What follows belongs to an exercise in optimizing a design on an open flow for small area, a short achievable clock period and few clock cycles; a production flow would make more cautious choices. Function was checked by simulation only, so behaviour that the tests miss may differ from the original.

==> flow/design.v <==
module tinyalu (
    input  wire  [7:0] A,
    input  wire  [7:0] B,
    input  wire        clk,
    input  wire  [2:0] op,
    input  wire        reset_n,
    input  wire        start,
    output wire        done,
    output wire [15:0] result
);
  reg [15:0] acc;
  reg [2:0]  cnt;      
  reg        done_r;
  wire idle = (cnt == 3'd0);
  wire [7:0] x = idle ? B : acc[15:8];
  wire [7:0] y = A & {8{idle | acc[0]}};
  wire [7:0] p = x ^ y;
  wire [7:0] g = x & y;
  wire [7:0] g1 = {g[7] | (p[7] & g[6]), g[6], g[5] | (p[5] & g[4]), g[4],
                   g[3] | (p[3] & g[2]), g[2], g[1] | (p[1] & g[0]), g[0]};
  wire [7:0] p1 = {p[7] & p[6], p[6], p[5] & p[4], p[4],
                   p[3] & p[2], p[2], p[1] & p[0], p[0]};
  wire [7:0] g2 = {g1[7:6] | (p1[7:6] & {2{g1[5]}}), g1[5:4],
                   g1[3:2] | (p1[3:2] & {2{g1[1]}}), g1[1:0]};
  wire [7:0] p2 = {p1[7:6] & {2{p1[5]}}, p1[5:4],
                   p1[3:2] & {2{p1[1]}}, p1[1:0]};
  wire [7:0] g3 = {g2[7:4] | (p2[7:4] & {4{g2[3]}}), g2[3:0]};
  wire [8:0] c  = {g3, 1'b0};
  wire [8:0] s = {c[8], p ^ c[7:0]};
  always @(posedge clk) begin
    if (!idle)
      acc <= {s, acc[7:1]};
    else if (op[2])
      acc <= {1'b0, A & {8{B[0]}}, B[7:1]};
    else if (!op[1])
      acc <= {7'h00, s};
    else if (op[0])
      acc <= {8'h00, p};
    else
      acc <= {8'h00, g};
  end
  always @(posedge clk or negedge reset_n) begin
    if (!reset_n) begin
      cnt    <= 3'd0;
      done_r <= 1'b0;
    end else if (!idle) begin
      cnt    <= cnt - 3'd1;
      done_r <= (cnt == 3'd1);
    end else begin
      cnt    <= (start && op[2] && !done_r) ? 3'd7 : 3'd0;
      done_r <= start && !op[2] && (op[1:0] != 2'b00) && !done_r;
    end
  end
  assign done   = done_r;
  assign result = acc;
endmodule
Settings: LEC_CHECK=0, ABC_AREA=1, CAP_MARGIN=20, CORE_AREA=2 2 62 62, CTS_BUF_LIST=sky130_fd_sc_hd__clkbuf_8, DIE_AREA=0 0 64 64, PLACE_DENSITY=0.8, SETUP_SLACK_MARGIN=2.7, SLEW_MARGIN=20; clock period 5.0 ns.
standard.sh (not shown) runs the stock make flow with config.mk's settings and CLKGATE_MAP_FILE= SYNTH_SCRIPT=/design/flow/synth_recipe.tcl, a recipe that flattens the netlist after the stock synthesis.
==> flow/flow/run.sh <==
#!/bin/bash
# Layout flow: the standard ORFS flow (standard.sh, which runs the
# standard synthesis script) with two changes:
#  - the ports get plain buf_1 buffers instead of the delay cells that
#    buffer_ports picks by default;
#  - the half/full adder cells are added to the platform's don't-use list,
#    so that ABC maps the adders as ordinary gates.
# ORFS's own logs go to orfs/logs/; make's output goes to run_standard.log.
set -euo pipefail
export BUFFER_PORTS_ARGS="-buffer_cell sky130_fd_sc_hd__buf_1"
PLATFORM_DONT_USE="sky130_fd_sc_hd__probe_p_8 sky130_fd_sc_hd__probec_p_8 sky130_fd_sc_hd__lpflow_bleeder_1 sky130_fd_sc_hd__lpflow_clkbufkapwr_1 sky130_fd_sc_hd__lpflow_clkbufkapwr_16 sky130_fd_sc_hd__lpflow_clkbufkapwr_2 sky130_fd_sc_hd__lpflow_clkbufkapwr_4 sky130_fd_sc_hd__lpflow_clkbufkapwr_8 sky130_fd_sc_hd__lpflow_clkinvkapwr_1 sky130_fd_sc_hd__lpflow_clkinvkapwr_16 sky130_fd_sc_hd__lpflow_clkinvkapwr_2 sky130_fd_sc_hd__lpflow_clkinvkapwr_4 sky130_fd_sc_hd__lpflow_clkinvkapwr_8 sky130_fd_sc_hd__lpflow_decapkapwr_12 sky130_fd_sc_hd__lpflow_decapkapwr_3 sky130_fd_sc_hd__lpflow_decapkapwr_4 sky130_fd_sc_hd__lpflow_decapkapwr_6 sky130_fd_sc_hd__lpflow_decapkapwr_8 sky130_fd_sc_hd__lpflow_inputiso0n_1 sky130_fd_sc_hd__lpflow_inputiso0p_1 sky130_fd_sc_hd__lpflow_inputiso1n_1 sky130_fd_sc_hd__lpflow_inputiso1p_1 sky130_fd_sc_hd__lpflow_inputisolatch_1 sky130_fd_sc_hd__lpflow_isobufsrc_1 sky130_fd_sc_hd__lpflow_isobufsrc_16 sky130_fd_sc_hd__lpflow_isobufsrc_2 sky130_fd_sc_hd__lpflow_isobufsrc_4 sky130_fd_sc_hd__lpflow_isobufsrc_8 sky130_fd_sc_hd__lpflow_isobufsrckapwr_16 sky130_fd_sc_hd__lpflow_lsbuf_lh_hl_isowell_tap_1 sky130_fd_sc_hd__lpflow_lsbuf_lh_hl_isowell_tap_2 sky130_fd_sc_hd__lpflow_lsbuf_lh_hl_isowell_tap_4 sky130_fd_sc_hd__lpflow_lsbuf_lh_isowell_4 sky130_fd_sc_hd__lpflow_lsbuf_lh_isowell_tap_1 sky130_fd_sc_hd__lpflow_lsbuf_lh_isowell_tap_2 sky130_fd_sc_hd__lpflow_lsbuf_lh_isowell_tap_4 "
ADDERS="sky130_fd_sc_hd__ha_1 sky130_fd_sc_hd__ha_2 sky130_fd_sc_hd__ha_4 sky130_fd_sc_hd__fa_1 sky130_fd_sc_hd__fa_2 sky130_fd_sc_hd__fa_4"
bash standard.sh "DONT_USE_CELLS=$PLATFORM_DONT_USE $ADDERS" finish > run_standard.log 2>&1
Testbench counts at the start, summed over its fixed seeds: cycles 44,915.
Edit:
==> flow/design.v (replaced) <==
module tinyalu (
    input  wire  [7:0] A,
    input  wire  [7:0] B,
    input  wire        clk,
    input  wire  [2:0] op,
    input  wire        reset_n,
    input  wire        start,
    output wire        done,
    output wire [15:0] result
);
  reg [15:0] acc;
  reg        busy;     
  reg [2:0]  rem;      
  reg        done_r;
  wire idle = ~busy;
  wire two  = (rem[2] | rem[1]) & ~acc[1];
  wire [2:0] rem_next = rem - {1'b0, two, ~two};
  wire [7:0] x = idle ? B : acc[15:8];
  wire [7:0] y = A & {8{idle | acc[0]}};
  wire [7:0] p = x ^ y;
  wire [7:0] g = x & y;
  wire [7:0] g1 = {g[7] | (p[7] & g[6]), g[6], g[5] | (p[5] & g[4]), g[4],
                   g[3] | (p[3] & g[2]), g[2], g[1] | (p[1] & g[0]), g[0]};
  wire [7:0] p1 = {p[7] & p[6], p[6], p[5] & p[4], p[4],
                   p[3] & p[2], p[2], p[1] & p[0], p[0]};
  wire [7:0] g2 = {g1[7:6] | (p1[7:6] & {2{g1[5]}}), g1[5:4],
                   g1[3:2] | (p1[3:2] & {2{g1[1]}}), g1[1:0]};
  wire [7:0] p2 = {p1[7:6] & {2{p1[5]}}, p1[5:4],
                   p1[3:2] & {2{p1[1]}}, p1[1:0]};
  wire [7:0] g3 = {g2[7:4] | (p2[7:4] & {4{g2[3]}}), g2[3:0]};
  wire [8:0] c  = {g3, 1'b0};
  wire [8:0] s = {c[8], p ^ c[7:0]};
  wire sel_sh1 = busy & ~two;
  wire sel_sh2 = busy & two;
  wire sel_mul = idle & op[2];
  wire sel_add = idle & ~op[2] & ~op[1];
  wire sel_xor = idle & ~op[2] & op[1] & op[0];
  wire sel_and = idle & ~op[2] & op[1] & ~op[0];
  always @(posedge clk) begin
    acc <= ({16{sel_sh1}} & {s, acc[7:1]})
         | ({16{sel_sh2}} & {1'b0, s, acc[7:2]})
         | ({16{sel_mul}} & {1'b0, A & {8{B[0]}}, B[7:1]})
         | ({16{sel_add}} & {7'h00, s})
         | ({16{sel_xor}} & {8'h00, p})
         | ({16{sel_and}} & {8'h00, g});
  end
  always @(posedge clk) begin
    rem <= busy ? rem_next : 3'd7;
  end
  always @(posedge clk or negedge reset_n) begin
    if (!reset_n) begin
      busy   <= 1'b0;
      done_r <= 1'b0;
    end else if (busy) begin
      busy   <= (rem_next != 3'd0);
      done_r <= (rem_next == 3'd0);
    end else begin
      busy   <= start && op[2] && !done_r;
      done_r <= start && !op[2] && (op[1:0] != 2'b00) && !done_r;
    end
  end
  assign done   = done_r;
  assign result = acc;
endmodule
After rerunning: Non-clock buffer count decreases by 7; hold slack is better by 9.2 ps; final area stays flat; setup slack is worse by 31 ps; via count increases by 4.5%.
Testbench counts after the change, summed over its fixed seeds: cycles 38,683.

-- re-timing with driven ports --
The results above use ideal ports. As a check the final layouts listed here were re-extracted and re-timed, cells and wires unchanged. Step 1 assumes that a clkbuf_16 drives the clock port and a buf_2 every other input. Step 2, shift: input delay + t, output delay - t, t = (earliest + latest rising clock arrival at the registers) / 2. This alone moves slack from input paths to output paths. a / b / c = ideal / step 1 / step 2; a / b = the first two.
run	t, ns	setup slack, ns	worst register clock-pin slew, ns	worst data-port slew with drivers (ns)
the first run	0.284	2.894 / 2.892 / 2.608	0.08 / 0.08	0.03
the second run	0.283	2.862 / 2.864 / 2.580	0.08 / 0.08	0.03
After both steps setup and hold are still met in every run listed. For the first run, which loses most, drivers alone change the setup slack by -0.002 ns; drivers and shift together by -0.286 ns.
